What follows belongs to an exercise in optimizing a design on an open flow for small area and a short achievable clock period; a production flow would make more cautious choices.
At most, simulation tests tie the RTL to the original design; equivalence was not proved.

==> v20: inputs <==
Design qpsk_demod, start of the top module:
module qpsk_demod (
    input         clk,
    input         rst,
    input  [15:0] in_i,
    input  [15:0] in_q,
    output [15:0] i_sync,
    output [15:0] q_sync,
    output        bit_sync,
    output [31:0] sym_iq
);
  reg [6:0] cnt;
  always @(posedge clk or posedge rst)
    if (rst) cnt <= 7'd0;
    else if (!cnt[6]) cnt <= cnt + 7'd1;
  wire run7  = cnt[6] | (|cnt[5:3]) | (&cnt[2:0]);
  wire run64 = cnt[6];
  reg  [15:0] re_o, im_o;             
  wire        si = re_o[15], sq = im_o[15];
  wire [15:0] pa = im_o ^ {16{si}};
  wire [15:0] pb = ~(re_o ^ {16{sq}});
  wire [16:0] pds = {pa[15], pa} + {pb[15], pb} + {15'd0, si} + {15'd0, ~sq};
  wire        ovp = si & (im_o == 16'h8000);
  wire        ovm = sq & (re_o == 16'h8000);
  reg  [16:0] pdg;
  always @(posedge clk) pdg <= {pds[16] ^ ovp ^ ovm, pds[15:0]};
  reg  [17*64-1:0] dl;
  ...
Settings: LEC_CHECK=0, CAP_MARGIN=20, CORE_MARGIN=2, CORE_UTILIZATION=50, CTS_CLUSTER_DIAMETER=100, CTS_CLUSTER_SIZE=25, SETUP_SLACK_MARGIN=5, SLEW_MARGIN=20, SYNTH_HIERARCHICAL=1, SYNTH_MEMORY_MAX_BITS=65536; clock period 8.5 ns.
standard.sh (not shown) runs the stock make flow with config.mk's settings and CLKGATE_MAP_FILE= SYNTH_SCRIPT=/design/flow/synth_recipe.tcl, a recipe that flattens the netlist after the stock synthesis.
==> flow/flow/run.sh <==
#!/bin/bash
set -euo pipefail
bash standard.sh SETUP_SLACK_MARGIN=5.5 finish > flow_standard.log 2>&1
==> v15: changes against v20 <==
==> flow/run.sh (new file) <==
#!/bin/bash
# synth_recipe.tcl (not shown) runs the flow's synth.tcl, then flattens the netlist and writes it again
# the make line also repeats each setting of config.mk as NAME=value (left out here)
make -C /OpenROAD-flow-scripts/flow DESIGN_CONFIG=/design/flow/config.mk WORK_HOME=/design/flow/orfs CLKGATE_MAP_FILE= SYNTH_SCRIPT=/design/flow/synth_recipe.tcl finish
removed: flow/flow/run.sh
removed: flow/standard.sh
==> v17: changes against v20 <==
--- a/flow/design.v
+++ b/flow/design.v
@@ -247,35 +247,31 @@
 );
   reg [6:0] cnt;
   always @(posedge clk or posedge rst)
     if (rst) cnt <= 7'd0;
     else if (!cnt[6]) cnt <= cnt + 7'd1;
   wire run7  = cnt[6] | (|cnt[5:3]) | (&cnt[2:0]);
   wire run64 = cnt[6];
   reg  [15:0] re_o, im_o;             
-  wire        si = re_o[15], sq = im_o[15];
-  wire [15:0] pa = im_o ^ {16{si}};
-  wire [15:0] pb = ~(re_o ^ {16{sq}});
-  wire [16:0] pds = {pa[15], pa} + {pb[15], pb} + {15'd0, si} + {15'd0, ~sq};
-  wire        ovp = si & (im_o == 16'h8000);
-  wire        ovm = sq & (re_o == 16'h8000);
+  wire [15:0] plus  = re_o[15] ? (16'd0 - im_o) : im_o;
+  wire [15:0] minus = im_o[15] ? (16'd0 - re_o) : re_o;
   reg  [16:0] pdg;
-  always @(posedge clk) pdg <= {pds[16] ^ ovp ^ ovm, pds[15:0]};
-  reg  [17*64-1:0] dl;
-  always @(posedge clk) dl <= {dl[17*63-1:0], pdg};
-  wire [16:0] old = run64 ? dl[17*64-1:17*63] : 17'd0;
-  reg  [17:0] x;
+  always @(posedge clk) pdg <= {plus[15], plus} - {minus[15], minus};
+  reg  [16:0] pdr;
   always @(posedge clk or posedge rst)
-    if (rst) x <= 18'd0;
-    else     x <= {pdg[16], pdg} - {old[16], old};
+    if (rst) pdr <= 17'd0;
+    else     pdr <= pdg;
+  reg  [17*64-1:0] dl;                
+  always @(posedge clk) dl <= {dl[17*63-1:0], pdr};
+  wire [16:0] old = run64 ? dl[17*64-1:17*63] : 17'd0;
   reg  [22:0] sum;
   always @(posedge clk or posedge rst)
     if (rst) sum <= 23'd0;
-    else     sum <= sum + {{5{x[17]}}, x};
+    else     sum <= sum + {{6{pdr[16]}}, pdr} - {{6{old[16]}}, old};
   reg  [22:0] sum_d;
   always @(posedge clk) sum_d <= sum;
   reg  [25:0] acc;
   always @(posedge clk or posedge rst)
     if (rst) acc <= 26'd0;
     else     acc <= acc - {{3{sum_d[22]}}, sum_d};
   reg  [9:0] a1, a2, a3;
   always @(posedge clk) begin
@@ -3258,28 +3254,25 @@
   reg im_r1809_q; assign im_r1809 = im_r1809_q;
   reg im_r1810_q; assign im_r1810 = im_r1810_q;
   reg im_r1811_q; assign im_r1811 = im_r1811_q;
   reg im_r1812_q; assign im_r1812 = im_r1812_q;
   reg im_r1813_q; assign im_r1813 = im_r1813_q;
   reg im_r1814_q; assign im_r1814 = im_r1814_q;
   wire [32:0] re_a = {re5_c970, re5_c968, re5_c966, re5_c964, re5_c962, re5_c960, re5_c958, re5_c956, re5_c954, re5_c952, re5_c950, re5_c948, re5_c946, re5_c944, re5_c942, re5_c940, re5_c938, re5_c936, re5_c934, re5_c932, re5_c930, re5_c928, re5_c926, re5_c924, re5_c922, re5_c920, re5_c918, re5_c916, re5_c914, re5_c912, re5_c910, re5_c908, re5_s907};
   wire [32:0] re_b = {re4_c906, re5_s969, re5_s967, re5_s965, re5_s963, re5_s961, re5_s959, re5_s957, re5_s955, re5_s953, re5_s951, re5_s949, re5_s947, re5_s945, re5_s943, re5_s941, re5_s939, re5_s937, re5_s935, re5_s933, re5_s931, re5_s929, re5_s927, re5_s925, re5_s923, re5_s921, re5_s919, re5_s917, re5_s915, re5_s913, re5_s911, re5_s909, re_r724};
-  wire [17:0] re_lo = {1'b0, re_a[16:0]} + {1'b0, re_b[16:0]};
+  wire [32:0] re_s = re_a + re_b;
   wire [32:0] im_a = {im5_c1940, im5_c1938, im5_c1936, im5_c1934, im5_c1932, im5_c1930, im5_c1928, im5_c1926, im5_c1924, im5_c1922, im5_c1920, im5_c1918, im5_c1916, im5_c1914, im5_c1912, im5_c1910, im5_c1908, im5_c1906, im5_c1904, im5_c1902, im5_c1900, im5_c1898, im5_c1896, im5_c1894, im5_c1892, im5_c1890, im5_c1888, im5_c1886, im5_c1884, im5_c1882, im5_c1880, im5_c1878, im5_s1877};
   wire [32:0] im_b = {im4_c1876, im5_s1939, im5_s1937, im5_s1935, im5_s1933, im5_s1931, im5_s1929, im5_s1927, im5_s1925, im5_s1923, im5_s1921, im5_s1919, im5_s1917, im5_s1915, im5_s1913, im5_s1911, im5_s1909, im5_s1907, im5_s1905, im5_s1903, im5_s1901, im5_s1899, im5_s1897, im5_s1895, im5_s1893, im5_s1891, im5_s1889, im5_s1887, im5_s1885, im5_s1883, im5_s1881, im5_s1879, im_r1694};
-  wire [17:0] im_lo = {1'b0, im_a[16:0]} + {1'b0, im_b[16:0]};
-  reg [15:0] re_ha, re_hb, im_ha, im_hb;
-  reg        re_c, im_c;
+  wire [32:0] im_s = im_a + im_b;
+  reg [15:0] re_h, im_h;
   always @(posedge clk) begin
-    re_ha <= re_a[32:17]; re_hb <= re_b[32:17]; re_c <= re_lo[17];
-    im_ha <= im_a[32:17]; im_hb <= im_b[32:17]; im_c <= im_lo[17];
+    re_h <= re_s[32:17];
+    im_h <= im_s[32:17];
   end
-  wire [15:0] re_h = re_ha + re_hb + {15'd0, re_c};
-  wire [15:0] im_h = im_ha + im_hb + {15'd0, im_c};
   always @(posedge clk or posedge rst)
     if (rst) begin
       re_o <= 16'd0;
       im_o <= 16'd0;
     end else begin
       re_o <= run7 ? re_h : 16'd0;
       im_o <= run7 ? im_h : 16'd0;
     end
==> flow/run.sh (new file) <==
#!/bin/bash
# synth_recipe.tcl (not shown) runs the flow's synth.tcl, then flattens the netlist and writes it again
# the make line also repeats each setting of config.mk as NAME=value (left out here)
make -C /OpenROAD-flow-scripts/flow DESIGN_CONFIG=/design/flow/config.mk WORK_HOME=/design/flow/orfs CLKGATE_MAP_FILE= SYNTH_SCRIPT=/design/flow/synth_recipe.tcl finish
==> flow/config.mk (replaced) <==
export PLATFORM = sky130hd
export DESIGN_NAME = qpsk_demod
export DESIGN_NICKNAME = qpsk_demod
export VERILOG_FILES = /design/flow/design.v
export SDC_FILE = /design/flow/constraint.sdc
export NUM_CORES = 4
export LEC_CHECK = 0
export ABC_CLOCK_PERIOD_IN_PS = 3000
export CAP_MARGIN = 20
export CORE_MARGIN = 2
export CORE_UTILIZATION = 40
export SETUP_SLACK_MARGIN = 5
export SLEW_MARGIN = 20
export SYNTH_HIERARCHICAL = 1
export SYNTH_MEMORY_MAX_BITS = 65536
removed: flow/flow/run.sh
removed: flow/standard.sh
==> v30: changes against v20 <==
==> flow/flow/run.sh (replaced) <==
#!/bin/bash
set -euo pipefail
bash standard.sh SETUP_SLACK_MARGIN=5.3 finish > flow_standard.log 2>&1
==> notes <==
Clock-buffer cell count: v20 is lower than v30 (2).
Critical path depth: v17 is higher than v20 (5).
Of v15 and v20, v20 has the higher worst setup slack (gap 0.29 ns).
Maximum frequency: v20 is smaller than v30 (1.2%).
==> figures <==
| metric | v15 | v20 | v17 | v30 |
|---|---|---|---|---|
| Effective utilization at floorplan | 0.504 | 0.504 | 0.403 | 0.504 |
| Number of well taps | 1,794 | 1,794 | 2,218 | 1,794 |
| Post-layout instance count excluding filler cells | 7,348 | 7,616 | 7,972 | 7,430 |
| Total number of vias | 41,456 | 44,084 | 42,399 | 41,891 |
| Startpoint of the lowest-slack register-to-register path | mf[1] | rc_one[1] | im_r1773_q | ar[15] |
| Placed cells | 7,191 | 7,194 | 7,619 | 7,193 |
| Storage cell area | 36,300 um2 | 36,400 um2 | 35,600 um2 | 36,300 um2 |
| Result of the run | no timing/DRC/antenna violations | no timing/DRC/antenna violations | no timing/DRC/antenna violations | no timing/DRC/antenna violations |
| Met3 usage in global routing | 0.0407 | 0.0737 | 0.0395 | 0.0492 |
| Fraction of standard cell area that is sequential | 0.486 | 0.456 | 0.454 | 0.475 |
| Delay of the slowest critical-path stage | 0.49 ns | 0.56 ns | 0.54 ns | 0.59 ns |
The RTL of v17 was laid out without a check of its function.

## port drivers added, routing unchanged
How much do the figures lean on ideal ports? The routed layouts below were timed once more, with nothing changed but the port constraints. Step 1 sets driving cells, clkbuf_16 on the clock port and buf_2 on the other inputs (assumed; they add their load-dependent delay and slew). Step 2, shift: input delay + t, output delay - t, t = (earliest + latest rising clock arrival at the registers) / 2. This alone moves slack from input paths to output paths. Three values: ideal ports, drivers, drivers and shift; two values: the first two.
| run | shift t [ns] | setup WS [ns] | worst data-port slew with drivers (ns) |
|---|---|---|---|
| v20 | 0.816 | 5.284 / 5.284 / 5.013 | 0.12 |
| v15 | 0.804 | 4.994 / 4.956 / 4.604 | 0.12 |
| v17 | 0.859 | 4.868 / 4.868 / 4.868 | 0.10 |
| v30 | 0.788 | 5.323 / 5.263 / 5.073 | 0.05 |
After both steps every run listed still meets setup and hold. For v15, which loses most, drivers alone change the setup slack by -0.038 ns; drivers and shift together by -0.390 ns. Setup slack includes reset recovery checks.
